This design comes from an exercise in tuning for small area, a short achievable clock period and few clock cycles per item on the open sky130 flow, not from production work.

Design fpadder, start of the top module:
module fpadder (output logic [31:0] sum, output logic ready,
		 input logic [31:0] a, input logic clock, nreset);
==> module fpadder, before the edit <==
module fpadder (output logic [31:0] sum, output logic ready,
		 input logic [31:0] a, input logic clock, nreset);
logic s_a, s_b, s_c, s_v, s_n;
logic [31:0] R;           
logic [23:0] Q;           
logic        sub;         
logic        flip;        
logic [7:0]  eA, eB, dd;
logic        azero, bzero, swp, aspec, bspec, nan;
logic [23:0] mS, mSal;
always_comb begin
  eA = R[30:23];
  eB = a[30:23];
  azero = (R[30:0] == '0);
  bzero = (a[30:0] == '0);
  swp = (eA < eB) | azero;
  dd  = swp ? (eB - eA) : (eA - eB);
  aspec = (eA == 8'hff);
  bspec = (eB == 8'hff);
  nan = (aspec && (R[22:0] != '0)) || (bspec && (a[22:0] != '0))
        || (aspec && bspec && (R[31] ^ a[31]));
  mS = {1'b1, swp ? R[22:0] : a[22:0]};
  mSal = (azero || bzero || dd >= 8'd24) ? 24'd0 : (mS >> dd[4:0]);
end
function automatic logic [24:0] sk_add(input logic [23:0] x, y, input logic ci);
  logic [24:0] g, p;
  logic [23:0] h;
  h = x ^ y;
  g = {x & y, ci};
  p = {h, 1'b0};
  for (int l = 0; l < 5; l++)
    for (int i = 0; i < 25; i++)
      if (((i >> l) & 1) == 1) begin
        g[i] = g[i] | (p[i] & g[((i >> l) << l) - 1]);
        p[i] = p[i] & p[((i >> l) << l) - 1];
      end
  sk_add = {g[24], h ^ g[23:0]};
endfunction
logic [23:0] p, q;
logic [24:0] D;
logic        neg, far, cy, ovf;
always_comb begin
  p = {1'b1, R[22:0]} & {24{~s_v}};
  q = Q ^ {24{sub}};
  D = sk_add(p, q, sub);
  neg = sub & ~D[24] & s_c;             
  far = sub ? (D[24] | s_v) & D[23] : 1'b1;
  cy  = ~sub & D[24];                   
  ovf = cy & (R[30:23] == 8'hfe);
end
logic [4:0]  lz;
logic [23:0] N;
always_comb begin
  lz = 5'd0;
  for (int i = 0; i < 24; i++)
    if (Q[i]) lz = 5'(23 - i);
  N = Q << lz;
end
assign ready = s_n | ((s_c | s_v) & ~neg & far);
always_comb begin
  sum[31] = R[31] ^ (s_n ? flip : s_v);
  if (s_n)
    sum[30:0] = {R[30:23] - {3'd0, lz}, N[22:0]};
  else if (cy)
    sum[30:0] = {R[30:23] + 8'd1, D[23:1] & {23{~ovf}}};
  else
    sum[30:0] = {R[30:23], D[22:0]};
end
always_ff @(posedge clock, negedge nreset)
  if (~nreset) begin
    {s_a, s_b, s_c, s_v, s_n} <= '0;
  end else begin
    s_a <= ready;
    s_b <= s_a;
    s_c <= s_b & ~(aspec | bspec);
    s_v <= s_c & neg;
    s_n <= (s_b & (aspec | bspec)) | ((s_c | s_v) & ~neg & ~far)
         | ~(s_a | s_b | s_c | s_v | s_n);
  end
always_ff @(posedge clock) begin
  flip <= 1'b0;
  if (~(s_a | s_b | s_c | s_v | s_n)) begin
    R <= '0;
    Q <= '0;
  end else if (s_b) begin
    if (aspec | bspec) begin
      R[31:23] <= {nan | (aspec ? R[31] : a[31]), 8'hff};
      Q <= {1'b1, {23{nan}}};
    end else begin
      if (swp) R <= a;
      Q <= mSal;
    end
    sub  <= R[31] ^ a[31];
  end else begin
    Q <= D[23:0];
    flip <= s_v;
    if (s_c & sub & (D[23:0] == '0))
      R[31:23] <= '0;
    if (s_a | s_n)
      R <= a;
  end
end
endmodule
clock: 5.0 ns
lec_check: 0
abc_area: 1
cap_margin: 20
core_margin: 2
core_utilization: 40
cts_buf_list: sky130_fd_sc_hd__clkbuf_8
slew_margin: 20
standard.sh (not shown) runs the stock make flow with config.mk's settings and CLKGATE_MAP_FILE= SYNTH_SCRIPT=/design/flow/synth_recipe.tcl, a recipe that flattens the netlist after the stock synthesis.
==> flow/flow/run.sh <==
#!/bin/bash
# Standard layout (standard synthesis unchanged), except that the ports are
# buffered with small plain buffers instead of the resizer's default pick (a delay
# cell).
set -euo pipefail
export BUFFER_PORTS_ARGS="-buffer_cell sky130_fd_sc_hd__buf_1"
bash standard.sh synth > synth.log 2>&1
bash standard.sh > layout.log 2>&1
Next try:
--- a/flow/design.v
+++ b/flow/design.v
@@ -48,14 +48,28 @@
   cy  = ~sub & D[24];                   
   ovf = cy & (R[30:23] == 8'hfe);
 end
 logic [4:0]  lz;
 logic [23:0] N;
+logic [31:0] zt [0:5];
+logic [4:0]  ct [0:5][0:31];
 always_comb begin
-  lz = 5'd0;
-  for (int i = 0; i < 24; i++)
-    if (Q[i]) lz = 5'(23 - i);
+  for (int i = 0; i < 32; i++) begin
+    zt[0][i] = (i < 8) ? 1'b0 : ~Q[i - 8];
+    ct[0][i] = 5'd0;
+  end
+  for (int k = 1; k <= 5; k++)
+    for (int g = 0; g < 32; g++) begin
+      zt[k][g] = 1'b0;
+      ct[k][g] = 5'd0;
+      if (g < (32 >> k)) begin
+        zt[k][g] = zt[k-1][2*g+1] & zt[k-1][2*g];
+        ct[k][g] = zt[k-1][2*g+1] ? (ct[k-1][2*g] | 5'(1 << (k-1)))
+                                  : ct[k-1][2*g+1];
+      end
+    end
+  lz = ct[5][0];
   N = Q << lz;
 end
 assign ready = s_n | ((s_c | s_v) & ~neg & far);
 always_comb begin
   sum[31] = R[31] ^ (s_n ? flip : s_v);
@@ -78,11 +92,11 @@
          | ~(s_a | s_b | s_c | s_v | s_n);
   end
 always_ff @(posedge clock) begin
   flip <= 1'b0;
   if (~(s_a | s_b | s_c | s_v | s_n)) begin
-    R <= '0;
+    R[31:23] <= {1'b0, 8'd24};
     Q <= '0;
   end else if (s_b) begin
     if (aspec | bspec) begin
       R[31:23] <= {nan | (aspec ? R[31] : a[31]), 8'hff};
       Q <= {1'b1, {23{nan}}};
@@ -93,11 +107,11 @@
     sub  <= R[31] ^ a[31];
   end else begin
     Q <= D[23:0];
     flip <= s_v;
     if (s_c & sub & (D[23:0] == '0))
-      R[31:23] <= '0;
+      R[31:23] <= {1'b0, 8'd24};         
     if (s_a | s_n)
       R <= a;
   end
 end
 endmodule
Die area grows by 7.2%.
Final cell count increases by 2.1%.
Clock skew stays flat.
Via count is higher by 2.7%.
Non-clock buffer count goes down by 10.
Critical path depth came out higher by 1.
Wire length is higher by 2.1%.
Worst setup slack got worse by 0.0094 ns.
No run of this note included a check of the RTL's function; only the layout flow was run.

==> static timing again, ports no longer ideal <==
No port has a modelled driver above. Below, the same layouts with a new extraction and two added sets of constraints. Step 1: set_driving_cell puts a clkbuf_16 on clock and a buf_2 on each other input, an assumption about the parent block. Step 2 also shifts input and output timing later by t, the mid clock arrival at the registers, as if the neighbouring blocks saw the same clock. a / b / c = no drivers / after step 1 / after step 2; a / b = the first two.
| run | shift t [ns] | setup slack, ns | clock arrival spread, ns | pins driven straight from the clock port |
|---|---|---|---|---|
| the first run | 0.397 | 0.261 / 0.220 / 0.454 | 0.015 / 0.015 | 1 |
| the second run | 0.400 | 0.252 / 0.213 / 0.613 | 0.013 / 0.014 | 1 |
After both steps setup and hold are still met in every run listed.
